This is an optimization exercise on Yosys and OpenROAD, whose aim is small area, not a production implementation. At most, simulation tests tie the RTL to the original design; equivalence was not proved. Function not checked in runs 4 and 5: the RTL went through the layout flow alone. Power figures rest on the tool's default switching activity, not on a simulated workload.

==> flow/design.v <==
module full_adder(
	output	s,
	output	co,  
	input	a,
	input	b,
	input	ci	 
);
	wire x;
	wire y;
	wire z;
	assign x = a ^ b;
	assign s = x ^ ci;
	assign y = x & ci;
	assign z = a & b;
	assign co = y | z;
endmodule
module adder32b(
	output	[31:0]	s,
	output	co,  
	input	[31:0]	a,
	input	[31:0]	b,
	input	ci	 
);
	wire [31:0] carry;
	assign co = carry[31];
		full_adder g0(
			.a(a[0]),
			.b(b[0]),
			.s(s[0]),
			.ci(ci),
			.co(carry[0])
		);
		full_adder g1(
			.a(a[1]),
			.b(b[1]),
			.s(s[1]),
			.ci(carry[0]),
			.co(carry[1])
		);
		full_adder g2(
			.a(a[2]),
			.b(b[2]),
			.s(s[2]),
			.ci(carry[1]),
			.co(carry[2])
		);
		full_adder g3(
			.a(a[3]),
			.b(b[3]),
			.s(s[3]),
			.ci(carry[2]),
			.co(carry[3])
		);
		full_adder g4(
			.a(a[4]),
			.b(b[4]),
			.s(s[4]),
			.ci(carry[3]),
			.co(carry[4])
		);
		full_adder g5(
			.a(a[5]),
			.b(b[5]),
			.s(s[5]),
			.ci(carry[4]),
			.co(carry[5])
		);
		full_adder g6(
			.a(a[6]),
			.b(b[6]),
			.s(s[6]),
			.ci(carry[5]),
			.co(carry[6])
		);
		full_adder g7(
			.a(a[7]),
			.b(b[7]),
			.s(s[7]),
			.ci(carry[6]),
			.co(carry[7])
		);
		full_adder g8(
			.a(a[8]),
			.b(b[8]),
			.s(s[8]),
			.ci(carry[7]),
			.co(carry[8])
		);
		full_adder g9(
			.a(a[9]),
			.b(b[9]),
			.s(s[9]),
			.ci(carry[8]),
			.co(carry[9])
		);
		full_adder g10(
			.a(a[10]),
			.b(b[10]),
			.s(s[10]),
			.ci(carry[9]),
			.co(carry[10])
		);
		full_adder g11(
			.a(a[11]),
			.b(b[11]),
			.s(s[11]),
			.ci(carry[10]),
			.co(carry[11])
		);
		full_adder g12(
			.a(a[12]),
			.b(b[12]),
			.s(s[12]),
			.ci(carry[11]),
			.co(carry[12])
		);
		full_adder g13(
			.a(a[13]),
			.b(b[13]),
			.s(s[13]),
			.ci(carry[12]),
			.co(carry[13])
		);
		full_adder g14(
			.a(a[14]),
			.b(b[14]),
			.s(s[14]),
			.ci(carry[13]),
			.co(carry[14])
		);
		full_adder g15(
			.a(a[15]),
			.b(b[15]),
			.s(s[15]),
			.ci(carry[14]),
			.co(carry[15])
		);
		full_adder g16(
			.a(a[16]),
			.b(b[16]),
			.s(s[16]),
			.ci(carry[15]),
			.co(carry[16])
		);
		full_adder g17(
			.a(a[17]),
			.b(b[17]),
			.s(s[17]),
			.ci(carry[16]),
			.co(carry[17])
		);
		full_adder g18(
			.a(a[18]),
			.b(b[18]),
			.s(s[18]),
			.ci(carry[17]),
			.co(carry[18])
		);
		full_adder g19(
			.a(a[19]),
			.b(b[19]),
			.s(s[19]),
			.ci(carry[18]),
			.co(carry[19])
		);
		full_adder g20(
			.a(a[20]),
			.b(b[20]),
			.s(s[20]),
			.ci(carry[19]),
			.co(carry[20])
		);
		full_adder g21(
			.a(a[21]),
			.b(b[21]),
			.s(s[21]),
			.ci(carry[20]),
			.co(carry[21])
		);
		full_adder g22(
			.a(a[22]),
			.b(b[22]),
			.s(s[22]),
			.ci(carry[21]),
			.co(carry[22])
		);
		full_adder g23(
			.a(a[23]),
			.b(b[23]),
			.s(s[23]),
			.ci(carry[22]),
			.co(carry[23])
		);
		full_adder g24(
			.a(a[24]),
			.b(b[24]),
			.s(s[24]),
			.ci(carry[23]),
			.co(carry[24])
		);
		full_adder g25(
			.a(a[25]),
			.b(b[25]),
			.s(s[25]),
			.ci(carry[24]),
			.co(carry[25])
		);
		full_adder g26(
			.a(a[26]),
			.b(b[26]),
			.s(s[26]),
			.ci(carry[25]),
			.co(carry[26])
		);
		full_adder g27(
			.a(a[27]),
			.b(b[27]),
			.s(s[27]),
			.ci(carry[26]),
			.co(carry[27])
		);
		full_adder g28(
			.a(a[28]),
			.b(b[28]),
			.s(s[28]),
			.ci(carry[27]),
			.co(carry[28])
		);
		full_adder g29(
			.a(a[29]),
			.b(b[29]),
			.s(s[29]),
			.ci(carry[28]),
			.co(carry[29])
		);
		full_adder g30(
			.a(a[30]),
			.b(b[30]),
			.s(s[30]),
			.ci(carry[29]),
			.co(carry[30])
		);
		full_adder g31(
			.a(a[31]),
			.b(b[31]),
			.s(s[31]),
			.ci(carry[30]),
			.co(carry[31])
		);
endmodule
module smv16b(
	output	[15:0]	dout_inst,
	output	reg [15:0]	dout_avg,
	input 	[15:0]	din,
	input 	run,
	input	sysrst,
	input	clk
);
	localparam [5:0] S_IDLE = 6'd0;
	localparam [5:0] S_POLL = 6'd1;
	localparam [5:0] S_F1   = 6'd3;    
	localparam [5:0] S_F20  = 6'd22;   
	localparam [5:0] S_F34  = 6'd6;    
	localparam [3:0] C_0    = 4'd0;
	localparam [3:0] C_13   = 4'd4;
	reg [5:0]  t;
	reg [3:0]  c;
	reg        clr;     
	reg        pend;    
	reg [15:0] ring [0:13];
	reg [15:0] n_q, d;
	reg [19:0] acc;
	wire [15:0] tap = ring[13];
	wire [15:0] n   = ~n_q;
	wire rst   = ~sysrst;
	wire load  = (t == S_F1);
	wire swap  = pend & (c == C_0);
	wire cwrap = (c == C_13);
	wire keep  = ~swap & ~clr;
	wire n_din = sysrst & load;
	wire n_tap = sysrst & swap;
	wire n_hld = sysrst & ~load & ~swap;
	wire d_new = sysrst & load;
	wire d_hld = sysrst & ~load;
	wire [5:0] t_lfsr = {t[4:0], ~(t[5] ^ t[4])};
	wire [3:0] c_lfsr = {c[2:0], ~(c[3] ^ c[2])};
	wire        init = (t == S_F20);
	wire [19:0] opa  = ({20{init}} & {4'b0, d}) | ({20{~init}} & acc);
	wire [19:0] opb  = {4'b0, ({16{init}} & n) | ({16{~init}} & tap)};
	wire [19:0] sum;
	wire [20:0] cy;
	assign cy[0] = 1'b0;
	genvar k;
	generate
		for (k = 0; k < 20; k = k + 1) begin : g_add
			assign sum[k]  = opa[k] ^ opb[k] ^ cy[k];
			assign cy[k+1] = (opa[k] & opb[k]) | (opa[k] & cy[k]) | (opb[k] & cy[k]);
		end
	endgenerate
	assign dout_inst = d;
	integer i;
	always @(posedge clk) begin
		for (i = 13; i > 0; i = i - 1)
			ring[i] <= ring[i-1];
		ring[0] <= ({16{swap}} & n) | ({16{keep}} & tap);
	end
	always @(posedge clk) begin
		if (rst) begin
			t    <= S_IDLE;
			c    <= C_0;
			clr  <= 1'b1;
			pend <= 1'b0;
		end else begin
			if (t == S_F34)
				t <= S_POLL;
			else if (t == S_POLL && !run)
				t <= S_IDLE;
			else
				t <= t_lfsr;
			if (cwrap || swap)
				c <= C_0;
			else
				c <= c_lfsr;
			if (cwrap)
				clr <= 1'b0;
			if (load)
				pend <= 1'b1;
			else if (swap)
				pend <= 1'b0;
		end
	end
	always @(posedge clk) begin
		n_q <= ~(({16{n_din}} & din) | ({16{n_tap}} & tap) | ({16{n_hld}} & n));
		d   <= ({16{d_new}} & n) | ({16{d_hld}} & d);
	end
	always @(posedge clk) begin
		acc <= sum;
		if (t == S_F34 && sysrst)
			dout_avg <= sum[19:4];
	end
endmodule
==> flow/flow/run.sh <==
#!/bin/bash
# The standard ORFS layout (standard.sh) with two changes:
#  - synthesis maps the combinational logic with an area-oriented ABC script
#    (flow/abc_area.script) instead of ORFS's speed script; everything else
#    in synthesis (incl. -nofsm -noshare, flatten, rename) is unchanged, so the
#    registers are the standard synthesis's;
#  - the port buffers inserted by buffer_ports use the smallest buffer cell.
# Each tool's output goes to a log file in this folder.
set -euo pipefail
W=$(pwd)
# synthesis script: synth_recipe.tcl, sourcing a copy of ORFS's synth.tcl whose
# abc call uses our ABC script
sed 's#^  log_cmd abc {\*}\$abc_args#  set abc_args [lreplace $abc_args 1 1 '"$W"'/flow/abc_area.script]\n  log_cmd abc {*}$abc_args#' \
  "$FLOW_HOME/scripts/synth.tcl" > "$W/synth_area.tcl"
grep -q "flow/abc_area.script" "$W/synth_area.tcl"
sed "s#source \$::env(SCRIPTS_DIR)/synth.tcl#source $W/synth_area.tcl#" synth_recipe.tcl > "$W/synth_recipe_area.tcl"
grep -q "synth_area.tcl" "$W/synth_recipe_area.tcl"
sed "s#SYNTH_SCRIPT=[^ ]*#SYNTH_SCRIPT=$W/synth_recipe_area.tcl#" standard.sh > "$W/standard_area.sh"
grep -q "synth_recipe_area.tcl" "$W/standard_area.sh"
export BUFFER_PORTS_ARGS="-buffer_cell sky130_fd_sc_hd__buf_1"
export CTS_ARGS="-sink_clustering_enable -repair_clock_nets -dont_use_dummy_load -buf_list {sky130_fd_sc_hd__clkbuf_4 sky130_fd_sc_hd__clkbuf_8} -sink_clustering_buffer sky130_fd_sc_hd__clkbuf_8 -root_buf sky130_fd_sc_hd__clkbuf_4 -sink_clustering_size 19 -sink_clustering_max_diameter 60"
bash "$W/standard_area.sh" > "$W/flow_orfs.log" 2>&1
==> flow/flow/abc_area.script <==
strash
dch -f
amap
topo
dnsize
==> flow/standard.sh <==
#!/bin/bash
# synth_recipe.tcl (not shown) runs the flow's synth.tcl, then flattens the netlist and writes it again
# the make line also repeats each setting of config.mk as NAME=value (left out here)
make -C /OpenROAD-flow-scripts/flow DESIGN_CONFIG=/design/flow/config.mk WORK_HOME=/design/flow/orfs CLKGATE_MAP_FILE= SYNTH_SCRIPT=/design/flow/synth_recipe.tcl "${@:-finish}"
==> flow/config.mk <==
export PLATFORM = sky130hd
export DESIGN_NAME = smv16b
export DESIGN_NICKNAME = smv16b
export VERILOG_FILES = /design/flow/design.v
export SDC_FILE = /design/flow/constraint.sdc
export NUM_CORES = 4
export LEC_CHECK = 0
export CAP_MARGIN = 20
export CORE_MARGIN = 2
export CORE_UTILIZATION = 70
export CTS_BUF_LIST = sky130_fd_sc_hd__clkbuf_8
export CTS_CLUSTER_DIAMETER = 60
export CTS_CLUSTER_SIZE = 19
export GPL_ROUTABILITY_DRIVEN = 0
export GPL_TIMING_DRIVEN = 0
export PLACE_DENSITY = 0.8
export SLEW_MARGIN = 20
==> flow/constraint.sdc <==
create_clock -name core_clock -period 10.0 [get_ports {clk}]
set_input_delay 2.0000 -clock core_clock [delete_from_list [all_inputs] [get_ports {clk}]]
set_output_delay 2.0000 -clock core_clock [all_outputs]
set_load 0.01 [all_outputs]
==> results of run 1 <==
what timing repair did:
action,in CTS,in global routing
setup endpoints to repair,10,3
buffers inserted,1,1
gates cloned,2,0
gates resized for setup,2,1
pin swaps,0,1
power by group through the flow:
| stage | Clock, uW | Sequential, uW | Combinational (uW) |
|---|---|---|---|
| 3_5_place_dp | 0 | 1320 | 108 |
| 2_1_floorplan | 0 | 1320 | 75.0 |
| 5_1_grt | 531 | 1300 | 125 |
| 6_report | 479 | 1300 | 109 |
| 4_1_cts | 490 | 1300 | 107 |
| 3_3_place_gp | 0 | 1320 | 92.1 |
cell families after synthesis:
kind of cell               Yosys count  share of synthesized area
DFF                                304                      0.814
AOI/OAI and AO/OA                   86                     0.0752
and+or+nand+nor                     44                     0.0253
buffers and inverters               67                     0.0328
adders and majority gates           23                     0.0522
cell usage after synthesis:
cell        n  area share
a21oi_1    16       0.010
a222oi_1   16       0.021
a31oi_1     1     0.00082
and3_1      1     0.00082
clkinv_1   67       0.033
dfxtp_1   288        0.75
edfxtp_1   16       0.063
fa_1       15       0.039
ha_1        8       0.013
nand2_1     6      0.0029
nand3_1     1     0.00065
nand4_1     2      0.0016
nor2_1     26       0.013
nor2b_1     5      0.0041
o21ai_0     3      0.0020
o22ai_1    49       0.040
o41ai_1     1      0.0011
or2_0       1     0.00082
or3_1       2      0.0016
placed cells by master, fill, tap and decap left out, types with 3 or more instances in the layout:
cell,instances
a21oi_1,16
a222oi_1,16
buf_1,50
clkbuf_4,3
clkbuf_8,16
clkinv_1,66
dfxtp_1,288
edfxtp_1,16
fa_1,15
ha_1,8
nand2_1,6
nor2_1,23
nor2_2,3
nor2b_1,4
o21ai_0,3
o22ai_1,49
worst min-delay path by stage:
stage,to,slack (ns),cells after the start
6_report,ring[11][5],0.32,0
5_1_grt,ring[11][5],0.32,0
4_1_cts,ring[11][5],0.30,0
3_5_place_dp,ring[7][8],0.31,0
3_3_place_gp,ring[10][14],0.31,0
2_1_floorplan,ring[10][0],0.31,0
registers in the layout, summed over array words and instances (netlist names):
name      flops
ring        224
acc          20
d            16
dout_avg     16
n_q          16
t             6
c             4
clr           1
pend          1
metal layers:
metal	track usage	vias up	wire [um]
met5	0	-	0
met4	0.0907	0	383
met3	0.0448	34	764
met2	0.356	157	6160
met1	0.292	1918	5460
li1	-	1902	-
per-stage QoR:
stage	cells	setup WS (ns)	TNS, ns	power, uW
floorplan	524	0.277	0	1390
global placement	714	-0.963	-5.56	1410
detailed placement	714	-1.17	-7.28	1430
CTS	736	0.158	0	1890
global route	739	0.0791	0	1960
finish	739	0.371	0	1880
critical path: cells and delay by family, from the launching register on:
kind	cells	cell delay (ns)
buffers and inverters	4	0.50
flip-flops	1	0.33
AND/OR/NAND/NOR	2	0.52
adder cells (fa/ha/maj)	19	7.74
AO/OA/AOI/OAI	3	0.30
layout make-up:
cell class,instances,area (sq um)
Sequential cell,304,6250
Fill cell,680,2390
Multi-Input combinational cell,155,1200
Inverter,67,259
Clock buffer,19,243
Timing Repair Buffer,54,233
Tap cell,140,175
==> reports/metrics.cfg, run 1 <==
[final_layout]
diodes=0
nNetsFinal=643
finalInstanceArea_sq_um=8360
areaGrowthSynthToFinish_pct=9.01
drive_gt1_frac=0.0501
utilization=0.778

[power]
p_sw_uw=402
power.internal_uw=1480
pwr-share-clk=0.254
power_leakage_uw=0.00315
sw_frac_of_total=0.214
pwr-share-seq=0.688
power_density_nw_per_um2=225
ir_drop_mv=0.184
power_frac_comb=0.058

[worst_setup_path]
cp_data_required_time_ns=10.35
crit_type=register to register
crit_end=dout_avg[15]
cp_max_fo=12
ff2ff_setup_slack_ns=0.37
cp_slowest_cell=fa_1
r2r_cells=28
r2r_end=dout_avg[15]
crit_top_cell=fa_1
end_kind=register
start_kind=register
slowest_delay_ns=0.51
cp.arrival_ns=9.98
worstSetupStartpoint=t[3]
r2r-start=t[3]

[logic_synthesis]
synth_cells=524
yosys_warnings=2
postSynthAreaPerCell_sq_um=14.6
synth_fp_nets=566
synth_sequential_area_ratio=0.814
yosysUniqueCellTypes=19
ys_ff_latch=304
synth_area_sq_um=7670

[grt]
grt_antenna_before_repair=0
grt_max_degree=25
grt_pass1_wl_mm=19.6
grt_overflow_total=0
grt_usage=0.220
grt_pass1_vias=4054

[die]
ioPinCount=51
dieArea_sq_um=11800
rows=38
core-area_sq_um=10700
die_w_um=109
die_y_um=109
initial_core_util=0.714

[hold_path]
hold_path.class=register to register
hp-start=ring[10][5]

[sta]
fmax_mhz=104
skew_ns=0.0286
relSlewSlack=0.407
fin_crit_sh=0.963
worstMarginPinSlew_ns=0.889
timing.final.crit_period_ns=9.63
whs_ns=0.315
setup_violations=0
slew_viol_final=0
rsz0062_at_grt=false
finalHoldViolCount=0

[drt]
avgViaCountPerCell=5.43
drt-initial-drc-count=385
wl_per_cell_um=17.3
wirelength_mm=12.8
antenna_left=0
drc=0
dr_total_vias=4011
dr.pass1.iters=5

[placed_design]
hpwl_mm=7.92
dpl_cell_area_sq_um=8050
io_buffer_count=50

[outcome]
status=no timing/DRC/antenna violations

[flow_run]
drv_cap=0

[clocking]
clkSinkCount=304
cts-root-buf=clkbuf_4
tritoncts=done
clk_transition_reported_paths_ns=0.11
cts_made_buffers=19
holdBufCountCts=0
cts_buffer_depth=3
worstSkewPairLatency_ns=0.62
htreeDepth=1

==> run 2: changes to the inputs <==
--- a/flow/config.mk
+++ b/flow/config.mk
@@ -11,7 +11,6 @@
 export CTS_BUF_LIST = sky130_fd_sc_hd__clkbuf_8
 export CTS_CLUSTER_DIAMETER = 60
 export CTS_CLUSTER_SIZE = 19
-export GPL_ROUTABILITY_DRIVEN = 0
-export GPL_TIMING_DRIVEN = 0
 export PLACE_DENSITY = 0.8
+export SETUP_SLACK_MARGIN = -0.3
 export SLEW_MARGIN = 20
==> reports/metrics.cfg, run 2 <==
[clocking]
clkSinkCount=304  ; unchanged
clk_transition_reported_paths_ns=0.12  ; about the same
cts_made_buffers=19  ; unchanged
cts_resized=0  ; -2
post_cts_buffers=0  ; -1
cts_buffer_depth=3  ; unchanged
htreeDepth=1  ; unchanged
tritoncts=done
worstSkewPairLatency_ns=0.62  ; about the same
holdBufCountCts=0  ; unchanged
cts-root-buf=clkbuf_4

[placed_design]
io_buffer_count=50  ; unchanged
hpwl_mm=8.41  ; +6.3%
gp_congestion=0.812
dpl_cell_area_sq_um=8080  ; +0.37%
dp_cells=719  ; +0.70%

[final_layout]
finalInstanceArea_sq_um=8320  ; -0.48%
top_regs=ring x224, acc x20
layout_common_cells=dfxtp_1 (288), clkinv_1 (67), buf_1 (50)
ff_latch_area_sq_um=6250  ; unchanged
largest_reg_flops=224  ; unchanged
multi_input_area_sq_um=1180  ; -2.1%
utilization=0.774  ; -0.00373
top_register=ring
nNetsFinal=642  ; -0.16%
diodes=0  ; unchanged
layoutNonFillerInstCount=738  ; -0.14%
drive_gt1_frac=0.0418  ; -0.00828
areaGrowthSynthToFinish_pct=8.48
layout_commonest_cell=dfxtp_1
fill_cells=670  ; -1.5%

[grt]
grt_pass1_vias=4088  ; +0.84%
grt_pass1_wl_mm=20.5  ; +4.3%
grt_overflow_total=0  ; unchanged
grt_max_degree=49  ; +96%
grt_antenna_before_repair=1  ; +1
grt_usage=0.230  ; +0.0105

[die]
dieArea_sq_um=11800  ; unchanged
core-area_sq_um=10700  ; unchanged
die_w_um=109  ; unchanged
initial_core_util=0.714  ; unchanged
rows=38  ; unchanged
die_y_um=109  ; unchanged
ioPinCount=51  ; unchanged

[sta]
rsz0062_at_grt=false
fmax_mhz=105  ; +0.91%
slew_viol_final=0  ; unchanged
worstMarginPinSlew_ns=1.04  ; +0.156 ns
timing.final.crit_period_ns=9.54  ; -0.0866 ns
setup_violations=0  ; unchanged
relSlewSlack=0.302  ; -0.105
whs_ns=0.326  ; +0.0103 ns
fin_crit_sh=0.954  ; -0.00866
finalHoldViolCount=0  ; unchanged
skew_ns=0.0256  ; -0.00304 ns

[logic_synthesis]
synth_common_cells=dfxtp_1 (288), clkinv_1 (67), o22ai_1 (49), nor2_1 (26)
yosysTopAreaCell=dfxtp_1
postSynthAreaPerCell_sq_um=14.6  ; unchanged
synth-edff-count=16  ; unchanged
synthFlopType=dfxtp_1
synth_area_leaders=dfxtp_1 (75%), edfxtp_1 (6.3%), o22ai_1 (4.0%)
yosysMostFrequentCell=dfxtp_1
async_flop_share=0  ; unchanged
synth_fp_nets=566  ; unchanged
ys_ff_latch=304  ; unchanged
yosys_warnings=2  ; unchanged
synth_area_sq_um=7670  ; unchanged
synth_sequential_area_ratio=0.814  ; unchanged
synth_top_area_frac=0.752  ; unchanged
synth_cells=524  ; unchanged
yosysUniqueCellTypes=19  ; unchanged

[drt]
wl_per_cell_um=17.8  ; +3.0%
drc=0  ; unchanged
antenna_left=0  ; unchanged
dr_total_vias=4016  ; +0.12%
avgViaCountPerCell=5.44  ; +0.26%
wirelength_mm=13.1  ; +2.9%
drt-initial-drc-count=251  ; -35%
dr.pass1.iters=9  ; +4

[power]
power_density_nw_per_um2=228  ; +1.1%
power_leakage_uw=0.00315  ; -0.11%
ir_drop_mv=0.174  ; -5.6%

[worst_setup_path]
cp_slowest_cell=fa_1
end_kind=register
cp.arrival_ns=9.89  ; -0.09 ns
crit_type=register to register
cp_data_required_time_ns=10.35  ; about the same
slowest_delay_ns=0.48  ; -0.03 ns
crit_top_cell=fa_1
cp_max_fo=13  ; +1
start_kind=register

[outcome]
status=no timing/DRC/antenna violations

[hold_path]
hold_path.class=register to register

[flow_run]
drv_cap=0  ; unchanged

-- run 2: critical path: cells and delay by family, from the launching register on --
family / cells / cell delay, ns
and+or+nand+nor: 3 / 0.55
adders and majority gates: 19 / 7.51
AOI/OAI and AO/OA: 3 / 0.32
buffers and inverters: 3 / 0.50
DFF: 1 / 0.39
-- run 2: stage by stage --
step,total power (uW),setup TNS [ns],setup WS (ns)
floorplan,1390,-0.493,-0.237
global placement,1420,0,0.794
detailed placement,1440,0,0.462
CTS,1900,0,0.421
global route,1970,0,0.0312
finish,1900,0,0.458
-- run 2: cell families (layout without fill, tap and decap cells) --
group           after synthesis  in the layout  share of synthesized area
flops                       304            304                      0.814
compound gates               86             86                     0.0752
buf+inv                      67            141                     0.0328
simple gates                 44             44                     0.0253
fa+ha+maj                    23             23                     0.0522
-- run 2: power breakdown --
group	leakage [uW]	internal [uW]	total (uW)	switching (uW)
clock	0.000129	157	483	326
combinational	0.000547	47.5	115	67.9
sequential	0.00247	1280	1300	17.8
-- run 2: path summary, 6_finish.rpt --
| path | startpoint | to | slack, ns | cells past startpoint |
|---|---|---|---|---|
| hold reg to reg | ring[2][1] | ring[3][1] | 0.33 | 0 |
| setup / recovery | t[1] | dout_avg[15] | 0.46 | 28 |
| setup reg to reg | t[1] | dout_avg[15] | 0.46 | 28 |
| hold / removal | ring[2][1] | ring[3][1] | 0.33 | 0 |
-- run 2: cell type report --
cell class,instances,area share
inverter,67,0.0302
multi-input combinational,153,0.142
timing repair buffer,55,0.0271
tap,140,0.0211
clock buffer,19,0.0292
sequential,304,0.751
-- run 2: metal layers --
layer  vias to the layer above  routed length (um)  GRT usage
li1                       1885                   -          -
met1                      1953                5340      0.299
met2                       148                6580      0.387
met3                        30                 843     0.0436
met4                         0                 362     0.0888
met5                         -                   0          0
==> run 3: changes to the inputs <==
--- a/flow/config.mk
+++ b/flow/config.mk
@@ -12,5 +12,4 @@
 export CTS_CLUSTER_DIAMETER = 60
 export CTS_CLUSTER_SIZE = 19
 export PLACE_DENSITY = 0.8
-export SETUP_SLACK_MARGIN = -0.3
 export SLEW_MARGIN = 20
==> reports/metrics.cfg, run 3 <==
[grt]
grt_pass1_vias=3980  ; -2.6%
grt_usage=0.218  ; -0.0120
grt_antenna_before_repair=0  ; -1
grt_pass1_wl_mm=19.6  ; -4.4%
grt_max_degree=49  ; unchanged
grt_overflow_total=0  ; unchanged

[drt]
dr_total_vias=3912  ; -2.6%
wirelength_mm=12.6  ; -3.7%
drt-initial-drc-count=315  ; +25%
antenna_left=0  ; unchanged
avgViaCountPerCell=5.30  ; -2.6%
dr.pass1.iters=7  ; -2
drc=0  ; unchanged
wl_per_cell_um=17.1  ; -3.7%

[final_layout]
drive_gt1_frac=0.0418  ; unchanged
layout_common_cells=dfxtp_1 (288), clkinv_1 (67), buf_1 (50)
fill_cells=651  ; -2.8%
layout_commonest_cell=dfxtp_1
utilization=0.774  ; unchanged
diodes=0  ; unchanged
finalInstanceArea_sq_um=8320  ; unchanged
nNetsFinal=642  ; unchanged
largest_reg_flops=224  ; unchanged
top_register=ring
areaGrowthSynthToFinish_pct=8.48  ; unchanged
top_regs=ring x224, acc x20

[logic_synthesis]
yosysTopAreaCell=dfxtp_1
synth-edff-count=16  ; unchanged
synth_area_sq_um=7670  ; unchanged
yosysMostFrequentCell=dfxtp_1
async_flop_share=0  ; unchanged
synth_top_area_frac=0.752  ; unchanged
ys_ff_latch=304  ; unchanged
synth_sequential_area_ratio=0.814  ; unchanged
synth_area_leaders=dfxtp_1 (75%), edfxtp_1 (6.3%), o22ai_1 (4.0%)
synth_cells=524  ; unchanged
synthFlopType=dfxtp_1
synth_common_cells=dfxtp_1 (288), clkinv_1 (67), o22ai_1 (49), nor2_1 (26)
postSynthAreaPerCell_sq_um=14.6  ; unchanged
yosysUniqueCellTypes=19  ; unchanged
yosys_warnings=2  ; unchanged
synth_fp_nets=566  ; unchanged

[worst_setup_path]
crit_type=register to register
cp_max_fo=48  ; +35
cp_data_required_time_ns=10.34  ; about the same
start_kind=register
cp.arrival_ns=9.74  ; -0.15 ns
end_kind=register

[clocking]
htreeDepth=1  ; unchanged
cts_buffer_depth=3  ; unchanged
worstSkewPairLatency_ns=0.61  ; about the same
post_cts_buffers=0  ; unchanged
cts_resized=0  ; unchanged
clk_transition_reported_paths_ns=0.11  ; about the same
cts-root-buf=clkbuf_4
clkSinkCount=304  ; unchanged
holdBufCountCts=0  ; unchanged
cts_made_buffers=19  ; unchanged
tritoncts=done

[sta]
setup-tns-final_ns=0  ; unchanged
slew_viol_final=0  ; unchanged
skew_ns=0.0282  ; +0.00262 ns
worstMarginPinSlew_ns=0.983  ; -0.0615 ns
whs_ns=0.325  ; -0.000646 ns
fin_crit_sh=0.941  ; -0.0134
fmax_mhz=106  ; +1.4%
rsz0062_at_grt=false
finalHoldViolCount=0  ; unchanged
setup_violations=0  ; unchanged
relSlewSlack=0.343  ; +0.0411
timing.final.crit_period_ns=9.41  ; -0.134 ns

[die]
core-area_sq_um=10700  ; unchanged
die_w_um=109  ; unchanged
initial_core_util=0.714  ; unchanged
dieArea_sq_um=11800  ; unchanged
ioPinCount=51  ; unchanged
rows=38  ; unchanged
die_y_um=109  ; unchanged

[power]
power_leakage_uw=0.00315  ; unchanged
ir_drop_mv=0.188  ; +8.5%
finalPower_uw=1890  ; -0.33%
power_density_nw_per_um2=227  ; -0.33%

[placed_design]
gp_congestion=0.822  ; +1.3%
io_buffer_count=50  ; unchanged
hpwl_mm=8.40  ; -0.17%
dpl_cell_area_sq_um=8080  ; unchanged

[outcome]
status=no timing/DRC/antenna violations

[flow_run]
drv_cap=0  ; unchanged

[hold_path]
hold_path.class=register to register

-- run 3: cell counts after synthesis --
Identical to the previous run, type by type.
-- run 3: final cells by class --
type | count | area, sq um | area share
clock buffers | 19 | 243 | 0.0292
multi-input cells | 153 | 1180 | 0.142
flip-flops and latches | 304 | 6250 | 0.751
well taps | 140 | 175 | 0.0211
repair buffers | 55 | 225 | 0.0271
inverters | 67 | 251 | 0.0302
-- run 3: cell families after synthesis --
kind of cell,Yosys count,synth area share
buffers and inverters,67,0.0328
AO/OA/AOI/OAI,86,0.0752
AND/OR/NAND/NOR,44,0.0253
adder cells (fa/ha/maj),23,0.0522
flip-flops,304,0.814
-- run 3: report_power, final --
group	switching (uW)	total [uW]	internal, uW
Sequential	16.9	1300	1280
Clock	324	481	157
Combinational	65.1	112	47.1
-- run 3: critical path, stage by stage, from the launching register on --
cell,delay [ns]
dfxtp_1,0.39
nand4_1,0.19
nor2b_4,0.18
buf_4,0.41
o22ai_1,0.14
ha_1,0.24
fa_1,0.43
clkinv_1,0.07
fa_1,0.17
clkinv_1,0.09
fa_1,0.46
fa_1,0.46
fa_1,0.46
fa_1,0.46
fa_1,0.46
fa_1,0.46
fa_1,0.46
fa_1,0.46
fa_1,0.47
fa_1,0.48
fa_1,0.49
fa_1,0.48
fa_1,0.43
ha_1,0.20
ha_1,0.20
ha_1,0.21
a21oi_1,0.11
a31oi_1,0.07
-- run 3: per-layer routing --
metal  GRT usage  up-vias  routed length, um
met2       0.356      104               6010
met5           0        -                  0
met1       0.301     1888               5580
met3      0.0383       30                720
met4      0.0723        0                331
li1            -     1890                  -
-- run 3: worst paths after layout --
path | slack, ns | end | startpoint | cells after the start
min | 0.32 | ring[4][11] | ring[3][11] | 0
max reg2reg | 0.59 | dout_avg[15] | t[1] | 27
max | 0.59 | dout_avg[15] | t[1] | 27
min reg2reg | 0.32 | ring[4][11] | ring[3][11] | 0
-- run 3: per-stage QoR --
| stage | worst slack (ns) | std cells |
|---|---|---|
| 4_1_cts | 0.609 | 738 |
| 6_report | 0.592 | 738 |
| 3_5_place_dp | 0.632 | 719 |
| 5_1_grt | 0.156 | 738 |
| 2_1_floorplan | 0.277 | 524 |
| 3_3_place_gp | 0.820 | 719 |
==> run 4: changes to the inputs <==
--- a/flow/design.v
+++ b/flow/design.v
@@ -263,15 +263,19 @@
 	localparam [5:0] S_F34  = 6'd6;    
 	localparam [3:0] C_0    = 4'd0;
 	localparam [3:0] C_13   = 4'd4;
+	localparam [15:0] PR = {16{1'b0}};   
+	localparam [15:0] PN = {16{1'b1}};   
+	localparam [19:0] PA = {20{1'b0}};   
 	reg [5:0]  t;
 	reg [3:0]  c;
 	reg        clr;     
 	reg        pend;    
-	reg [15:0] ring [0:13];
+	reg [15:0] ring_q [0:13];
 	reg [15:0] n_q, d;
-	reg [19:0] acc;
-	wire [15:0] tap = ring[13];
-	wire [15:0] n   = ~n_q;
+	reg [19:0] acc_q;
+	wire [15:0] tap = ring_q[13] ^ PR;
+	wire [15:0] n   = n_q ^ PN;
+	wire [19:0] acc = acc_q ^ PA;
 	wire rst   = ~sysrst;
 	wire load  = (t == S_F1);
 	wire swap  = pend & (c == C_0);
@@ -301,8 +305,8 @@
 	integer i;
 	always @(posedge clk) begin
 		for (i = 13; i > 0; i = i - 1)
-			ring[i] <= ring[i-1];
-		ring[0] <= ({16{swap}} & n) | ({16{keep}} & tap);
+			ring_q[i] <= ring_q[i-1];
+		ring_q[0] <= (({16{swap}} & n) | ({16{keep}} & tap)) ^ PR;
 	end
 	always @(posedge clk) begin
 		if (rst) begin
@@ -330,11 +334,11 @@
 		end
 	end
 	always @(posedge clk) begin
-		n_q <= ~(({16{n_din}} & din) | ({16{n_tap}} & tap) | ({16{n_hld}} & n));
+		n_q <= (({16{n_din}} & din) | ({16{n_tap}} & tap) | ({16{n_hld}} & n)) ^ PN;
 		d   <= ({16{d_new}} & n) | ({16{d_hld}} & d);
 	end
 	always @(posedge clk) begin
-		acc <= sum;
+		acc_q <= sum ^ PA;
 		if (t == S_F34 && sysrst)
 			dout_avg <= sum[19:4];
 	end
--- a/flow/flow/run.sh
+++ b/flow/flow/run.sh
@@ -18,5 +18,4 @@
 sed "s#SYNTH_SCRIPT=[^ ]*#SYNTH_SCRIPT=$W/synth_recipe_area.tcl#" standard.sh > "$W/standard_area.sh"
 grep -q "synth_recipe_area.tcl" "$W/standard_area.sh"
 export BUFFER_PORTS_ARGS="-buffer_cell sky130_fd_sc_hd__buf_1"
-export CTS_ARGS="-sink_clustering_enable -repair_clock_nets -dont_use_dummy_load -buf_list {sky130_fd_sc_hd__clkbuf_4 sky130_fd_sc_hd__clkbuf_8} -sink_clustering_buffer sky130_fd_sc_hd__clkbuf_8 -root_buf sky130_fd_sc_hd__clkbuf_4 -sink_clustering_size 19 -sink_clustering_max_diameter 60"
 bash "$W/standard_area.sh" > "$W/flow_orfs.log" 2>&1
==> reports/metrics.cfg, run 4 <==
[outcome]
status=no timing/DRC/antenna violations

[power]
p_sw_uw=415  ; +2.3%
power_leakage_uw=0.00320  ; +1.6%
power_frac_comb=0.061  ; +0.002
power_density_nw_per_um2=229  ; +0.96%
pwr-share-seq=0.675  ; -0.011
power.internal_uw=1500  ; +1.4%
sw_frac_of_total=0.216  ; +0.00148
pwr-share-clk=0.263  ; +0.008
ir_drop_mv=0.199  ; +5.6%

[worst_setup_path]
r2r-start=t[1]
crit_type=register to register
crit_top_cell=fa_1
start_kind=register
r2r_cells=27  ; unchanged
cp_max_fo=48  ; unchanged
cp_data_required_time_ns=10.25  ; -0.09 ns
slowest_delay_ns=0.50  ; about the same
end_kind=register
cp.arrival_ns=9.71  ; -0.03 ns
ff2ff_setup_slack_ns=0.54  ; -0.05 ns
r2r_end=dout_avg[15]
cp_slowest_cell=fa_1

[final_layout]
layout_common_cells=dfxtp_1 (288), clkinv_1 (67), buf_1 (50)
largest_reg_flops=224  ; unchanged
nNetsFinal=642  ; unchanged
top_regs=ring_q x224, acc_q x20
areaGrowthSynthToFinish_pct=9.12
drive_gt1_frac=0.0413  ; -0.000552
diodes=0  ; unchanged
layout_commonest_cell=dfxtp_1
top_register=ring_q
fill_cells=616  ; -5.4%

[sta]
whs_ns=0.326  ; +0.000625 ns
finalHoldViolCount=0  ; unchanged
fin_crit_sh=0.946  ; +0.00494
slew_viol_final=0  ; unchanged
fmax_mhz=106  ; -0.52%
setup_ws_ns=0.543  ; -0.0494 ns
skew_ns=0.0131  ; -0.0151 ns
rsz0062_at_grt=false
timing.final.crit_period_ns=9.46  ; +0.0494 ns
relSlewSlack=0.282  ; -0.0610
worstMarginPinSlew_ns=1.07  ; +0.0913 ns
setup_violations=0  ; unchanged
setup-tns-final_ns=0  ; unchanged

[logic_synthesis]
async_flop_share=0  ; unchanged
synth_area_leaders=dfxtp_1 (75%), edfxtp_1 (6.3%), o22ai_1 (4.0%)
synthFlopType=dfxtp_1
synth_cells=524  ; unchanged
yosysMostFrequentCell=dfxtp_1
synth_fp_nets=566  ; unchanged
synth_area_sq_um=7670  ; unchanged
ys_ff_latch=304  ; unchanged
synth_top_area_frac=0.752  ; unchanged
yosysTopAreaCell=dfxtp_1
synth_sequential_area_ratio=0.814  ; unchanged
yosys_warnings=2  ; unchanged
synth_common_cells=dfxtp_1 (288), clkinv_1 (67), o22ai_1 (49), nor2_1 (26)
postSynthAreaPerCell_sq_um=14.6  ; unchanged
synth-edff-count=16  ; unchanged
yosysUniqueCellTypes=19  ; unchanged

[clocking]
holdBufCountCts=0  ; unchanged
cts_made_buffers=19  ; unchanged
clkSinkCount=304  ; unchanged
clk_transition_reported_paths_ns=0.11  ; about the same
cts_resized=0  ; unchanged
post_cts_buffers=0  ; unchanged
cts-root-buf=clkbuf_8
tritoncts=done
worstSkewPairLatency_ns=0.51  ; -0.10 ns
cts_buffer_depth=3  ; unchanged
htreeDepth=1  ; unchanged

[placed_design]
place_ws_ns=0.534  ; -0.0981 ns
io_buffer_count=50  ; unchanged
hpwl_mm=8.38  ; -0.24%
gp_congestion=0.837  ; +1.8%

[hold_path]
hold_path.class=register to register
hp-start=ring_q[7][5]
holdPathEnd=ring_q[8][5]
hold_depth=0  ; unchanged

[die]
die_y_um=109  ; unchanged
core-area_sq_um=10700  ; unchanged
rows=38  ; unchanged
die_w_um=109  ; unchanged
initial_core_util=0.714  ; unchanged
ioPinCount=51  ; unchanged
dieArea_sq_um=11800  ; unchanged

[flow_run]
drv_cap=0  ; unchanged

[drt]
dr.pass1.iters=5  ; -2
avgViaCountPerCell=5.29  ; -0.21%
wl_per_cell_um=17.0  ; -0.46%
antenna_left=0  ; unchanged
dr_total_vias=3946  ; +0.87%
drc=0  ; unchanged
drt-initial-drc-count=291  ; -7.6%
wirelength_mm=12.7  ; +0.62%

[grt]
grt_pass1_wl_mm=20.1  ; +2.6%
grt_overflow_total=0  ; unchanged
grt_usage=0.223  ; +0.00512
grt_pass1_vias=4145  ; +4.1%
grt_max_degree=49  ; unchanged
grt_antenna_before_repair=0  ; unchanged

==> run 4: cell counts after synthesis <==
No cell type changed its count.
==> run 4: logic make-up (layout without fill, tap and decap cells) <==
family	after synthesis	after routing	share of synthesized area
AOI/OAI and AO/OA	86	86	0.0752
buffers and inverters	67	149	0.0328
adders and majority gates	23	23	0.0522
DFF	304	304	0.814
and+or+nand+nor	44	44	0.0253
==> run 4: through the flow <==
step,instances,utilization,instance area (sq um),power [uW]
6_report,746,0.779,8370,1920
3_5_place_dp,719,0.752,8080,1440
3_3_place_gp,719,0.752,8080,1430
5_1_grt,746,0.779,8370,2000
2_1_floorplan,524,-,7680,1390
4_1_cts,746,0.779,8370,1930
==> run 4: cell type report <==
class                   instances  area (sq um)  share of cell area
flip-flops and latches        304          6250               0.746
multi-input cells             153          1180               0.141
clock buffers                  19           262              0.0313
inverters                      67           251              0.0301
repair buffers                 55           225              0.0269
well taps                     140           175              0.0209
clock inverters                 8          30.0             0.00359
==> run 4: worst max-delay path by stage <==
stage	start	end	slack (ns)	cells past startpoint
CTS	t[1]	dout_avg[15]	0.51	27
detailed placement	t[1]	dout_avg[15]	0.53	27
floorplan	t[1]	dout_avg[15]	0.28	28
global placement	t[1]	dout_avg[15]	0.81	27
finish	t[1]	dout_avg[15]	0.54	27
global route	t[3]	dout_avg[15]	0.19	28
==> run 4: worst max-delay path, delay by kind of cell, from the launching register on <==
family                     cells  cell delay [ns]
adders and majority gates     19             7.51
AOI/OAI and AO/OA              3             0.38
and+or+nand+nor                2             0.37
buffers and inverters          3             0.56
DFF                            1             0.39
==> run 4: power by group through the flow <==
stage                     clock network (uW)  registers, uW  logic (uW)
final                                    505           1300         118
after global routing                     566           1300         133
after CTS                                515           1300         116
after detailed placement                   0           1320         114
after global placement                     0           1320         104
after floorplan                            0           1320        75.0
==> run 4: routing by layer <==
layer	track usage	wire, um	vias to the layer above
met5	0	0	-
met4	0.0723	312	0
met3	0.0508	837	30
met2	0.375	6100	125
met1	0.291	5470	1893
li1	-	-	1898
==> run 5: changes to the inputs <==
--- a/flow/design.v
+++ b/flow/design.v
@@ -256,30 +256,27 @@
 	input	sysrst,
 	input	clk
 );
-	localparam [5:0] S_IDLE = 6'd0;
-	localparam [5:0] S_POLL = 6'd1;
-	localparam [5:0] S_F1   = 6'd3;    
-	localparam [5:0] S_F20  = 6'd22;   
-	localparam [5:0] S_F34  = 6'd6;    
-	localparam [3:0] C_0    = 4'd0;
-	localparam [3:0] C_13   = 4'd4;
-	localparam [15:0] PR = {16{1'b0}};   
-	localparam [15:0] PN = {16{1'b1}};   
-	localparam [19:0] PA = {20{1'b0}};   
+	localparam [5:0] S_IDLE = 6'd28;
+	localparam [5:0] S_POLL = 6'd56;
+	localparam [3:0] C_0    = 4'd1;
+	localparam [3:0] C_13   = 4'd8;
 	reg [5:0]  t;
+	wire st_poll = t[5] & t[4] & t[3];               
+	wire st_f1   = t[5] & t[4] & t[0];               
+	wire st_f20  = ~t[4] & t[3] & t[2] & ~t[0];      
+	wire st_f34  = t[2] & t[1] & t[0];               
 	reg [3:0]  c;
 	reg        clr;     
 	reg        pend;    
-	reg [15:0] ring_q [0:13];
+	reg [15:0] ring [0:13];
 	reg [15:0] n_q, d;
-	reg [19:0] acc_q;
-	wire [15:0] tap = ring_q[13] ^ PR;
-	wire [15:0] n   = n_q ^ PN;
-	wire [19:0] acc = acc_q ^ PA;
+	reg [19:0] acc;
+	wire [15:0] tap = ring[13];
+	wire [15:0] n   = ~n_q;
 	wire rst   = ~sysrst;
-	wire load  = (t == S_F1);
-	wire swap  = pend & (c == C_0);
-	wire cwrap = (c == C_13);
+	wire load  = st_f1;
+	wire swap  = pend & ~c[3] & ~c[2] & ~c[1];       
+	wire cwrap = ~c[2] & ~c[1] & ~c[0];       
 	wire keep  = ~swap & ~clr;
 	wire n_din = sysrst & load;
 	wire n_tap = sysrst & swap;
@@ -288,7 +285,7 @@
 	wire d_hld = sysrst & ~load;
 	wire [5:0] t_lfsr = {t[4:0], ~(t[5] ^ t[4])};
 	wire [3:0] c_lfsr = {c[2:0], ~(c[3] ^ c[2])};
-	wire        init = (t == S_F20);
+	wire        init = st_f20;
 	wire [19:0] opa  = ({20{init}} & {4'b0, d}) | ({20{~init}} & acc);
 	wire [19:0] opb  = {4'b0, ({16{init}} & n) | ({16{~init}} & tap)};
 	wire [19:0] sum;
@@ -305,8 +302,8 @@
 	integer i;
 	always @(posedge clk) begin
 		for (i = 13; i > 0; i = i - 1)
-			ring_q[i] <= ring_q[i-1];
-		ring_q[0] <= (({16{swap}} & n) | ({16{keep}} & tap)) ^ PR;
+			ring[i] <= ring[i-1];
+		ring[0] <= ({16{swap}} & n) | ({16{keep}} & tap);
 	end
 	always @(posedge clk) begin
 		if (rst) begin
@@ -315,9 +312,9 @@
 			clr  <= 1'b1;
 			pend <= 1'b0;
 		end else begin
-			if (t == S_F34)
+			if (st_f34)
 				t <= S_POLL;
-			else if (t == S_POLL && !run)
+			else if (st_poll && !run)
 				t <= S_IDLE;
 			else
 				t <= t_lfsr;
@@ -334,12 +331,12 @@
 		end
 	end
 	always @(posedge clk) begin
-		n_q <= (({16{n_din}} & din) | ({16{n_tap}} & tap) | ({16{n_hld}} & n)) ^ PN;
+		n_q <= ~(({16{n_din}} & din) | ({16{n_tap}} & tap) | ({16{n_hld}} & n));
 		d   <= ({16{d_new}} & n) | ({16{d_hld}} & d);
 	end
 	always @(posedge clk) begin
-		acc_q <= sum ^ PA;
-		if (t == S_F34 && sysrst)
+		acc <= sum;
+		if (st_f34 && sysrst)
 			dout_avg <= sum[19:4];
 	end
 endmodule
--- a/flow/flow/run.sh
+++ b/flow/flow/run.sh
@@ -18,4 +18,5 @@
 sed "s#SYNTH_SCRIPT=[^ ]*#SYNTH_SCRIPT=$W/synth_recipe_area.tcl#" standard.sh > "$W/standard_area.sh"
 grep -q "synth_recipe_area.tcl" "$W/standard_area.sh"
 export BUFFER_PORTS_ARGS="-buffer_cell sky130_fd_sc_hd__buf_1"
+export CTS_ARGS="-sink_clustering_enable -repair_clock_nets -dont_use_dummy_load -buf_list {sky130_fd_sc_hd__clkbuf_4 sky130_fd_sc_hd__clkbuf_8} -sink_clustering_buffer sky130_fd_sc_hd__clkbuf_8 -root_buf sky130_fd_sc_hd__clkbuf_4 -sink_clustering_size 19 -sink_clustering_max_diameter 60"
 bash "$W/standard_area.sh" > "$W/flow_orfs.log" 2>&1
==> reports/metrics.cfg, run 5 <==
[outcome]
status=no timing/DRC/antenna violations

[die]
die_y_um=108  ; -0.39%
ioPinCount=51  ; unchanged
initial_core_util=0.711  ; -0.00268
die_w_um=108  ; -0.39%
rows=38  ; unchanged
core-area_sq_um=10700  ; -0.44%
dieArea_sq_um=11700  ; -0.78%

[worst_setup_path]
crit_type=register to register
start_kind=register
end_kind=register
cp_data_required_time_ns=10.33  ; +0.08 ns
cp.arrival_ns=9.46  ; -0.25 ns
cp_max_fo=20  ; -58%

[logic_synthesis]
synth_area_sq_um=7610  ; -0.82%
yosysMostFrequentCell=dfxtp_1
yosys_warnings=2  ; unchanged
ys_ff_latch=304  ; unchanged
synth_common_cells=dfxtp_1 (288), clkinv_1 (59), o22ai_1 (50), nor2_1 (23)
async_flop_share=0  ; unchanged
synth_fp_nets=551  ; -2.7%
synthFlopType=dfxtp_1
synth_sequential_area_ratio=0.821  ; +0.00670
synth-edff-count=16  ; unchanged
synth_cells=512  ; -2.3%
synth_top_area_frac=0.758  ; +0.00618
synth_area_leaders=dfxtp_1 (76%), edfxtp_1 (6.3%), o22ai_1 (4.1%)
yosysTopAreaCell=dfxtp_1
yosysUniqueCellTypes=23  ; +4
postSynthAreaPerCell_sq_um=14.9  ; +1.5%

[drt]
dr.pass1.iters=5  ; unchanged
drt-initial-drc-count=367  ; +26%
wirelength_mm=12.0  ; -5.8%
wl_per_cell_um=16.5  ; -3.4%
dr_total_vias=3873  ; -1.8%
antenna_left=0  ; unchanged
drc=0  ; unchanged
avgViaCountPerCell=5.33  ; +0.72%

[final_layout]
top_register=ring
largest_reg_flops=224  ; unchanged
layoutNonFillerInstCount=727  ; -2.5%
layout_commonest_cell=dfxtp_1
drive_gt1_frac=0.0426  ; +0.00134
areaGrowthSynthToFinish_pct=8.55
nNetsFinal=628  ; -2.2%
diodes=0  ; unchanged
finalInstanceArea_sq_um=8260  ; -1.3%
top_regs=ring x224, acc x20
layout_common_cells=dfxtp_1 (288), clkinv_1 (59), o22ai_1 (50), buf_1 (50), nor2_1 (23)

[clocking]
tritoncts=done
cts_buffer_depth=3  ; unchanged
clkSinkCount=304  ; unchanged
worstSkewPairLatency_ns=0.59  ; +0.08 ns
htreeDepth=1  ; unchanged
post_cts_buffers=0  ; unchanged
clk_transition_reported_paths_ns=0.11  ; about the same
cts-root-buf=clkbuf_4
cts_made_buffers=19  ; unchanged
holdBufCountCts=0  ; unchanged
cts_resized=0  ; unchanged

[grt]
grt_overflow_total=0  ; unchanged
grt_usage=0.215  ; -0.00867
grtUsageMet2=0.347  ; -0.0273
grt_pass1_wl_mm=19.3  ; -3.9%
grt_antenna_before_repair=0  ; unchanged
met1_usage=0.293  ; +0.00227
grt_max_degree=30  ; -39%
grt-busiest-layer=met2
grt_use_met3=0.0374  ; -0.0134
grt_pass1_vias=3948  ; -4.8%

[hold_path]
hold_path.class=register to register

[sta]
setup_violations=0  ; unchanged
worstMarginPinSlew_ns=0.717  ; -0.357 ns
timing.final.crit_period_ns=9.13  ; -0.324 ns
finalHoldViolCount=0  ; unchanged
slew_viol_final=0  ; unchanged
skew_ns=0.0148  ; +0.00168 ns
relSlewSlack=0.521  ; +0.239
setup-tns-final_ns=0  ; unchanged
fmax_mhz=109  ; +3.5%
whs_ns=0.331  ; +0.00535 ns
rsz0062_at_grt=false
fin_crit_sh=0.913  ; -0.0324

[placed_design]
io_buffer_count=50  ; unchanged
dp_cells=708  ; -1.5%
gp_congestion=0.816  ; -2.6%
dpl_cell_area_sq_um=8010  ; -0.77%
hpwl_mm=7.92  ; -5.5%

[power]
ir_drop_mv=0.180  ; -9.6%
power_density_nw_per_um2=229  ; -0.32%
p_sw_uw=400  ; -3.6%
pwr-share-clk=0.249  ; -0.014
pwr-share-seq=0.689  ; +0.014
sw_frac_of_total=0.212  ; -0.00436
power.internal_uw=1490  ; -1.1%
power_frac_comb=0.063  ; +0.002
power_leakage_uw=0.00313  ; -2.1%

[flow_run]
drv_cap=0  ; unchanged

[run 5: worst paths after layout]
path                            depth (start not counted)            to         from  slack (ns)
worst max-delay path                                   27  dout_avg[15]         t[0]        0.87
worst min register to register                          0   ring[9][10]  ring[8][10]        0.33
worst max register to register                         27  dout_avg[15]         t[0]        0.87
worst min-delay path                                    0   ring[9][10]  ring[8][10]        0.33
[run 5: cell type report]
cell class | count | area [sq um]
inverters | 59 | 221
multi-input cells | 149 | 1140
fillers | 665 | 2440
clock buffers | 19 | 243
flip-flops and latches | 304 | 6250
well taps | 140 | 175
repair buffers | 56 | 233
[run 5: power groups by stage]
stage                     logic (uW)  registers [uW]  clock network, uW
after floorplan                 78.4            1320                  0
after global placement           107            1320                  0
after detailed placement         116            1330                  0
after CTS                        117            1300                487
after global routing             130            1300                534
final                            118            1300                470
[run 5: metrics by stage]
step / total power (uW) / utilization / setup slack (ns)
CTS: 1900 / 0.772 / 0.801
global placement: 1430 / 0.749 / 1.06
global route: 1970 / 0.772 / 0.376
detailed placement: 1440 / 0.749 / 0.859
floorplan: 1400 / - / 0.398
finish: 1890 / 0.772 / 0.867
[run 5: critical path, cell delays in order (launching register included)]
cell	delay, ns
dfxtp_1	0.38
clkinv_1	0.10
nand4_1	0.13
clkinv_1	0.42
nor2_1	0.22
a21oi_1	0.08
fa_1	0.38
clkinv_1	0.07
fa_1	0.17
clkinv_1	0.08
fa_1	0.45
fa_1	0.46
fa_1	0.46
fa_1	0.47
fa_1	0.48
fa_1	0.46
fa_1	0.46
fa_1	0.47
fa_1	0.46
fa_1	0.47
fa_1	0.47
fa_1	0.48
fa_1	0.44
ha_1	0.22
ha_1	0.20
ha_1	0.20
a21oi_1	0.11
a31oi_1	0.06
[run 5: kinds of logic (layout without fill, tap and decap cells)]
kind of cell             Yosys count  after routing  synth area share
flip-flops                       304            304             0.821
AO/OA/AOI/OAI                     87             87            0.0770
buffers and inverters             59            134            0.0291
AND/OR/NAND/NOR                   42             42            0.0250
adder cells (fa/ha/maj)           20             20            0.0477
[run 5: per-layer routing]
layer | vias to the layer above | wire, um | share of wire
met5 | - | 0 | 0
met4 | 0 | 288 | 0.024
met3 | 28 | 826 | 0.069
met2 | 141 | 5740 | 0.48
met1 | 1841 | 5120 | 0.43
li1 | 1863 | - | -
==> run 6: changes to the inputs <==
--- a/flow/design.v
+++ b/flow/design.v
@@ -261,10 +261,6 @@
 	localparam [3:0] C_0    = 4'd1;
 	localparam [3:0] C_13   = 4'd8;
 	reg [5:0]  t;
-	wire st_poll = t[5] & t[4] & t[3];               
-	wire st_f1   = t[5] & t[4] & t[0];               
-	wire st_f20  = ~t[4] & t[3] & t[2] & ~t[0];      
-	wire st_f34  = t[2] & t[1] & t[0];               
 	reg [3:0]  c;
 	reg        clr;     
 	reg        pend;    
@@ -273,10 +269,16 @@
 	reg [19:0] acc;
 	wire [15:0] tap = ring[13];
 	wire [15:0] n   = ~n_q;
+	wire st_poll = t[5] & t[4] & t[3];               
+	wire st_f1   = t[5] & t[4] & t[0];               
+	wire st_f20  = ~t[4] & t[3] & t[2] & ~t[0];      
+	wire st_f34  = t[2] & t[1] & t[0];               
+	wire c_is_0  = ~c[3] & ~c[2] & ~c[1];            
+	wire c_is_13 = ~c[2] & ~c[1] & ~c[0];            
 	wire rst   = ~sysrst;
 	wire load  = st_f1;
-	wire swap  = pend & ~c[3] & ~c[2] & ~c[1];       
-	wire cwrap = ~c[2] & ~c[1] & ~c[0];       
+	wire swap  = pend & c_is_0;
+	wire cwrap = c_is_13;
 	wire keep  = ~swap & ~clr;
 	wire n_din = sysrst & load;
 	wire n_tap = sysrst & swap;
--- a/flow/config.mk
+++ b/flow/config.mk
@@ -7,9 +7,9 @@
 export LEC_CHECK = 0
 export CAP_MARGIN = 20
 export CORE_MARGIN = 2
-export CORE_UTILIZATION = 70
+export CORE_UTILIZATION = 75
 export CTS_BUF_LIST = sky130_fd_sc_hd__clkbuf_8
 export CTS_CLUSTER_DIAMETER = 60
 export CTS_CLUSTER_SIZE = 19
-export PLACE_DENSITY = 0.8
+export PLACE_DENSITY = 0.85
 export SLEW_MARGIN = 20
==> reports/metrics.cfg, run 6 <==
[die]
dieArea_sq_um=11000  ; -6.3%
die_w_um=105  ; -3.2%
rows=36  ; -5.3%
initial_core_util=0.776  ; +0.0646
ioPinCount=51  ; unchanged
core-area_sq_um=9820  ; -8.2%
die_y_um=105  ; -3.2%

[clocking]
cts_made_buffers=19  ; unchanged
tritoncts=done
cts_buffer_depth=3  ; unchanged
holdBufCountCts=0  ; unchanged
worstSkewPairLatency_ns=0.66  ; +0.07 ns
htreeDepth=1  ; unchanged
clkSinkCount=304  ; unchanged
cts_resized=0  ; unchanged
cts-root-buf=clkbuf_4
post_cts_buffers=0  ; unchanged
clk_transition_reported_paths_ns=0.12  ; about the same

[worst_setup_path]
ff2ff_setup_slack_ns=0.71  ; -0.15 ns
start_kind=register
r2r_cells=27  ; unchanged
path_buf_inv=4  ; unchanged
end_kind=register
cp_slowest_cell=fa_1
cp.arrival_ns=9.62  ; +0.16 ns
crit_top_cell=fa_1
cp_data_required_time_ns=10.34  ; about the same
crit_type=register to register
slowest_delay_ns=0.51  ; +0.03 ns
crit_family=adder cells
cp_max_fo=21  ; +5.0%
cp.depth=27  ; unchanged

[grt]
grt_max_degree=28  ; -6.7%
grt_antenna_before_repair=1  ; +1
grt_usage=0.276  ; +0.0616
grt_pass1_vias=4292  ; +8.7%
grt_pass1_wl_mm=23.0  ; +19%
grt_overflow_total=0  ; unchanged

[drt]
wirelength_mm=14.8  ; +23%
drc=0  ; unchanged
antenna_left=0  ; unchanged
wl_per_cell_um=20.4  ; +24%
drt-initial-drc-count=519  ; +41%
avgViaCountPerCell=5.54  ; +4.0%
dr_total_vias=4015  ; +3.7%
dr.pass1.iters=7  ; +2

[final_layout]
nNetsFinal=633  ; +0.80%
fill_cells=484  ; -27%
drive_gt1_frac=0.0440  ; +0.00140
largest_reg_flops=224  ; unchanged
top_regs=ring x224, acc x20
layout_common_cells=dfxtp_1 (288), clkinv_1 (61), o22ai_1 (50), buf_1 (50), nor2_1 (24)
finalInstanceArea_sq_um=8270  ; +0.14%
top_register=ring
layout_commonest_cell=dfxtp_1
areaGrowthSynthToFinish_pct=8.56  ; about the same

[outcome]
status=no timing/DRC/antenna violations

[power]
power_density_nw_per_um2=233  ; +1.8%
ir_drop_mv=0.233  ; +30%
power.internal_uw=1490  ; about the same
power_leakage_uw=0.00314  ; +0.31%
pwr-share-seq=0.675  ; -0.014
power_frac_comb=0.068  ; +0.005
p_sw_uw=436  ; +9.1%
sw_frac_of_total=0.227  ; +0.0148
pwr-share-clk=0.257  ; +0.008

[logic_synthesis]
synth_fp_nets=555  ; +0.73%
synth_area_leaders=dfxtp_1 (76%), edfxtp_1 (6.3%), o22ai_1 (4.1%)
synth-edff-count=16  ; unchanged
async_flop_share=0  ; unchanged
synthFlopType=dfxtp_1
postSynthAreaPerCell_sq_um=14.8  ; -0.45%
synth_area_sq_um=7620  ; +0.13%
yosysMostFrequentCell=dfxtp_1
yosys_warnings=2  ; unchanged
yosysUniqueCellTypes=19  ; -17%
synth_top_area_frac=0.757  ; -0.000996
ys_ff_latch=304  ; unchanged
synth_cells=515  ; +0.59%
yosysTopAreaCell=dfxtp_1
synth_sequential_area_ratio=0.820  ; -0.00108
synth_common_cells=dfxtp_1 (288), clkinv_1 (61), o22ai_1 (50), nor2_1 (24)

[sta]
setup_violations=0  ; unchanged
setup_ws_ns=0.714  ; -0.153 ns
timing.final.crit_period_ns=9.29  ; +0.153 ns
worstMarginPinSlew_ns=0.975  ; +0.258 ns
fin_crit_sh=0.929  ; +0.0153
fmax_mhz=108  ; -1.6%
whs_ns=0.307  ; -0.0242 ns
rsz0062_at_grt=false
relSlewSlack=0.348  ; -0.173
finalHoldViolCount=0  ; unchanged
slew_viol_final=0  ; unchanged
skew_ns=0.0715  ; +0.0567 ns
setup-tns-final_ns=0  ; unchanged

[hold_path]
hold_path.class=register to register
hold_depth=0  ; unchanged

[placed_design]
hpwl_mm=9.27  ; +17%
dpl_cell_area_sq_um=8020  ; +0.11%
io_buffer_count=50  ; unchanged
place_ws_ns=0.794  ; -0.0649 ns
gp_congestion=0.868  ; +6.4%

[flow_run]
drv_cap=0  ; unchanged

run 6: metrics by stage:
stage,total power [uW],cells,utilization
2_1_floorplan,1400,515,-
3_3_place_gp,1430,705,0.817
3_5_place_dp,1450,705,0.817
4_1_cts,1930,724,0.842
5_1_grt,1980,724,0.842
6_report,1920,725,0.842
run 6: power by group through the flow:
| stage | clock network, uW | logic [uW] | registers, uW |
|---|---|---|---|
| 2_1_floorplan | 0 | 78.4 | 1320 |
| 3_3_place_gp | 0 | 108 | 1320 |
| 3_5_place_dp | 0 | 123 | 1330 |
| 4_1_cts | 500 | 127 | 1300 |
| 5_1_grt | 537 | 142 | 1300 |
| 6_report | 495 | 131 | 1300 |
run 6: cells by family after synthesis:
logic type / share of synthesized area
adder cells (fa/ha/maj): 0.0493
buffers and inverters: 0.0301
AO/OA/AOI/OAI: 0.0754
AND/OR/NAND/NOR: 0.0251
flip-flops: 0.820
run 6: routing by layer:
layer | vias to the layer above | part of all wire | track usage
li1 | 1871 | - | -
met1 | 1920 | 0.41 | 0.361
met4 | 0 | 0.036 | 0.0914
met2 | 174 | 0.50 | 0.474
met5 | - | 0 | 0
met3 | 50 | 0.060 | 0.0455
run 6: area by class of cell:
type                       instances  area, sq um  share of cell area
tap                              133          166              0.0201
timing repair buffer              57          240              0.0291
multi-input combinational        150         1140               0.138
clock buffer                      19          243              0.0294
sequential                       304         6250               0.755
inverter                          61          229              0.0277
antenna                            1         2.50            0.000303
run 6: final timing paths:
kind	startpoint	endpoint
worst max register to register	t[0]	dout_avg[15]
worst max-delay path	t[0]	dout_avg[15]
worst min-delay path	ring[6][8]	ring[7][8]
worst min register to register	ring[6][8]	ring[7][8]
==> run 7: changes to the inputs <==
--- a/flow/config.mk
+++ b/flow/config.mk
@@ -7,9 +7,9 @@
 export LEC_CHECK = 0
 export CAP_MARGIN = 20
 export CORE_MARGIN = 2
-export CORE_UTILIZATION = 75
+export CORE_UTILIZATION = 60
 export CTS_BUF_LIST = sky130_fd_sc_hd__clkbuf_8
 export CTS_CLUSTER_DIAMETER = 60
 export CTS_CLUSTER_SIZE = 19
-export PLACE_DENSITY = 0.85
+export PLACE_DENSITY = 0.7
 export SLEW_MARGIN = 20
==> reports/metrics.cfg, run 7 <==
[outcome]
status=no timing/DRC/antenna violations

[clocking]
cts_buffer_depth=3  ; unchanged
cts_resized=0  ; unchanged
post_cts_buffers=0  ; unchanged
worstSkewPairLatency_ns=0.62  ; -0.04 ns
cts-root-buf=clkbuf_4
cts_made_buffers=19  ; unchanged
htreeDepth=1  ; unchanged
holdBufCountCts=0  ; unchanged
clk_transition_reported_paths_ns=0.12  ; about the same
tritoncts=done
clkSinkCount=304  ; unchanged

[die]
initial_core_util=0.608  ; -0.167
die_w_um=117  ; +11%
ioPinCount=51  ; unchanged
die_y_um=117  ; +11%
core-area_sq_um=12500  ; +27%
rows=41  ; +14%
dieArea_sq_um=13600  ; +24%

[logic_synthesis]
synth-edff-count=16  ; unchanged
synth_cells=515  ; unchanged
async_flop_share=0  ; unchanged
postSynthAreaPerCell_sq_um=14.8  ; unchanged
yosysMostFrequentCell=dfxtp_1
synthFlopType=dfxtp_1
synth_top_area_frac=0.757  ; unchanged
yosysTopAreaCell=dfxtp_1
synth_sequential_area_ratio=0.820  ; unchanged
ys_ff_latch=304  ; unchanged
synth_common_cells=dfxtp_1 (288), clkinv_1 (61), o22ai_1 (50), nor2_1 (24)
synth_fp_nets=555  ; unchanged
synth_area_leaders=dfxtp_1 (76%), edfxtp_1 (6.3%), o22ai_1 (4.1%)
synth_area_sq_um=7620  ; unchanged
yosysUniqueCellTypes=19  ; unchanged
yosys_warnings=2  ; unchanged

[power]
power_leakage_uw=0.00314  ; about the same
power_density_nw_per_um2=228  ; -2.1%
ir_drop_mv=0.140  ; -40%

[worst_setup_path]
r2r_end=dout_avg[15]
crit_top_cell=fa_1
end_kind=register
start_kind=register
crit_end=dout_avg[15]
r2r_cells=27  ; unchanged
r2r-start=t[0]
slowest_delay_ns=0.48  ; -0.03 ns
cp.arrival_ns=9.41  ; -0.21 ns
crit_type=register to register
cp_max_fo=21  ; unchanged
worstSetupStartpoint=t[0]
cp_slowest_cell=fa_1
ff2ff_setup_slack_ns=0.92  ; +0.20 ns
cp_data_required_time_ns=10.33  ; about the same

[grt]
grt_antenna_before_repair=1  ; unchanged
grt_pass1_vias=3881  ; -9.6%
grt_usage=0.186  ; -0.0902
grt_overflow_total=0  ; unchanged
grt_pass1_wl_mm=19.3  ; -16%
grt_max_degree=26  ; -7.1%

[final_layout]
multi_input_area_sq_um=1140  ; unchanged
layout_common_cells=dfxtp_1 (288), clkinv_1 (61), o22ai_1 (50), buf_1 (50), nor2_1 (24)
areaGrowthSynthToFinish_pct=9.17
largest_reg_flops=224  ; unchanged
nNetsFinal=633  ; unchanged
top_register=ring
diodes=0  ; -1
ff_latch_area_sq_um=6250  ; unchanged
utilization=0.664  ; -0.178
layout_commonest_cell=dfxtp_1
fill_cells=963  ; +99%
drive_gt1_frac=0.0440  ; unchanged
top_regs=ring x224, acc x20
layoutNonFillerInstCount=763  ; +5.2%

[sta]
finalHoldViolCount=0  ; unchanged
timing.final.crit_period_ns=9.08  ; -0.202 ns
slew_viol_final=0  ; unchanged
setup-tns-final_ns=0  ; unchanged
fmax_mhz=110  ; +2.2%
worstMarginPinSlew_ns=0.934  ; -0.0417 ns
skew_ns=0.0433  ; -0.0282 ns
rsz0062_at_grt=false
setup_violations=0  ; unchanged
fin_crit_sh=0.908  ; -0.0202
relSlewSlack=0.376  ; +0.0279

[drt]
wl_per_cell_um=15.9  ; -22%
wirelength_mm=12.2  ; -18%
avgViaCountPerCell=4.98  ; -10%
dr_total_vias=3796  ; -5.5%
dr.pass1.iters=5  ; -2
drt-initial-drc-count=303  ; -42%
drc=0  ; unchanged
antenna_left=0  ; unchanged

[placed_design]
dp_cells=744  ; +5.5%
gp_congestion=0.787  ; -9.3%
hpwl_mm=7.96  ; -14%
io_buffer_count=50  ; unchanged

[hold_path]
hold_path.class=register to register

[flow_run]
drv_cap=0  ; unchanged

==> run 7: changes by cell type in the layout (fill, tap and decap cells not counted), sizes merged <==
cell	change
diode	-1
==> run 7: worst min-delay path by stage <==
stage	end	start	cells after the start
6_report	ring[1][5]	ring[0][5]	0
5_1_grt	ring[1][7]	ring[0][7]	0
4_1_cts	ring[1][5]	ring[0][5]	0
3_5_place_dp	ring[9][0]	ring[8][0]	0
3_3_place_gp	ring[1][0]	ring[0][0]	0
2_1_floorplan	ring[10][0]	ring[9][0]	0
==> run 7: kinds of logic after synthesis <==
family | count (synthesis) | share of synthesized area
DFF | 304 | 0.820
AOI/OAI and AO/OA | 86 | 0.0754
buffers and inverters | 61 | 0.0301
and+or+nand+nor | 43 | 0.0251
adders and majority gates | 21 | 0.0493
==> run 7: metal layers <==
metal,track usage,share of wire,up-vias
met2,0.312,0.49,87
met4,0.0682,0.030,0
met5,0,0,-
met3,0.0431,0.053,26
met1,0.238,0.43,1810
li1,-,-,1873
==> run 7: layout make-up <==
type	count	share of cell area
multi-input cells	150	0.137
clock buffers	19	0.0292
flip-flops and latches	304	0.751
inverters	61	0.0275
repair buffers	57	0.0289
well taps	172	0.0259
==> run 7: worst max-delay path, delay by kind of cell (launching register included) <==
family,cells,cell delay (ns)
AOI/OAI and AO/OA,3,0.31
adders and majority gates,19,7.44
buffers and inverters,4,0.56
DFF,1,0.40
and+or+nand+nor,1,0.14
==> run 7: power breakdown <==
part | internal [uW] | leakage (uW) | switching [uW]
sequential | 1280 | 0.00247 | 16.4
clock | 157 | 0.000129 | 321
combinational | 49.7 | 0.000540 | 71.1
==> run 7: per-stage QoR <==
stage	total power, uW	hold slack [ns]	worst slack (ns)	instance area (sq um)
2_1_floorplan	1400	0.310	0.398	7620
3_3_place_gp	1440	0.310	1.07	8070
3_5_place_dp	1450	0.312	0.933	8070
4_1_cts	1910	0.331	0.876	8310
5_1_grt	1980	0.338	0.485	8310
6_report	1890	0.328	0.916	8310

## re-timing with driven ports
In the flow no input, the clock included, has a driving cell. The finished layouts below were timed again as built, in two steps.
Step 1 assumes that a clkbuf_16 drives the clock port and a buf_2 every other input.
Step 2 moves the port delays by t, midway between the first and last clock arrival at a register: inputs arrive t later, outputs are due t later. That takes back most of the time a late clock gives input paths.
Three values: no drivers, after step 1, after step 2; two values: the first two.
run	shift t [ns]	slack for setup (ns)	hold WS [ns]	clock arrival spread, ns
run 1	0.635	0.371 / 0.371 / 0.371	0.315 / 0.315 / 0.315	0.029 / 0.029
run 2	0.637	0.458 / 0.458 / 0.458	0.326 / 0.326 / 0.326	0.028 / 0.027
run 3	0.627	0.592 / 0.592 / 0.592	0.325 / 0.325 / 0.325	0.029 / 0.028
run 4	0.540	0.543 / 0.543 / 0.543	0.326 / 0.326 / 0.326	0.016 / 0.015
run 5	0.613	0.867 / 0.867 / 0.867	0.331 / 0.331 / 0.331	0.017 / 0.017
run 6	0.653	0.714 / 0.714 / 0.714	0.307 / 0.307 / 0.307	0.074 / 0.074
run 7	0.629	0.916 / 0.916 / 0.916	0.328 / 0.328 / 0.328	0.043 / 0.044
After both steps every run listed still meets setup and hold.
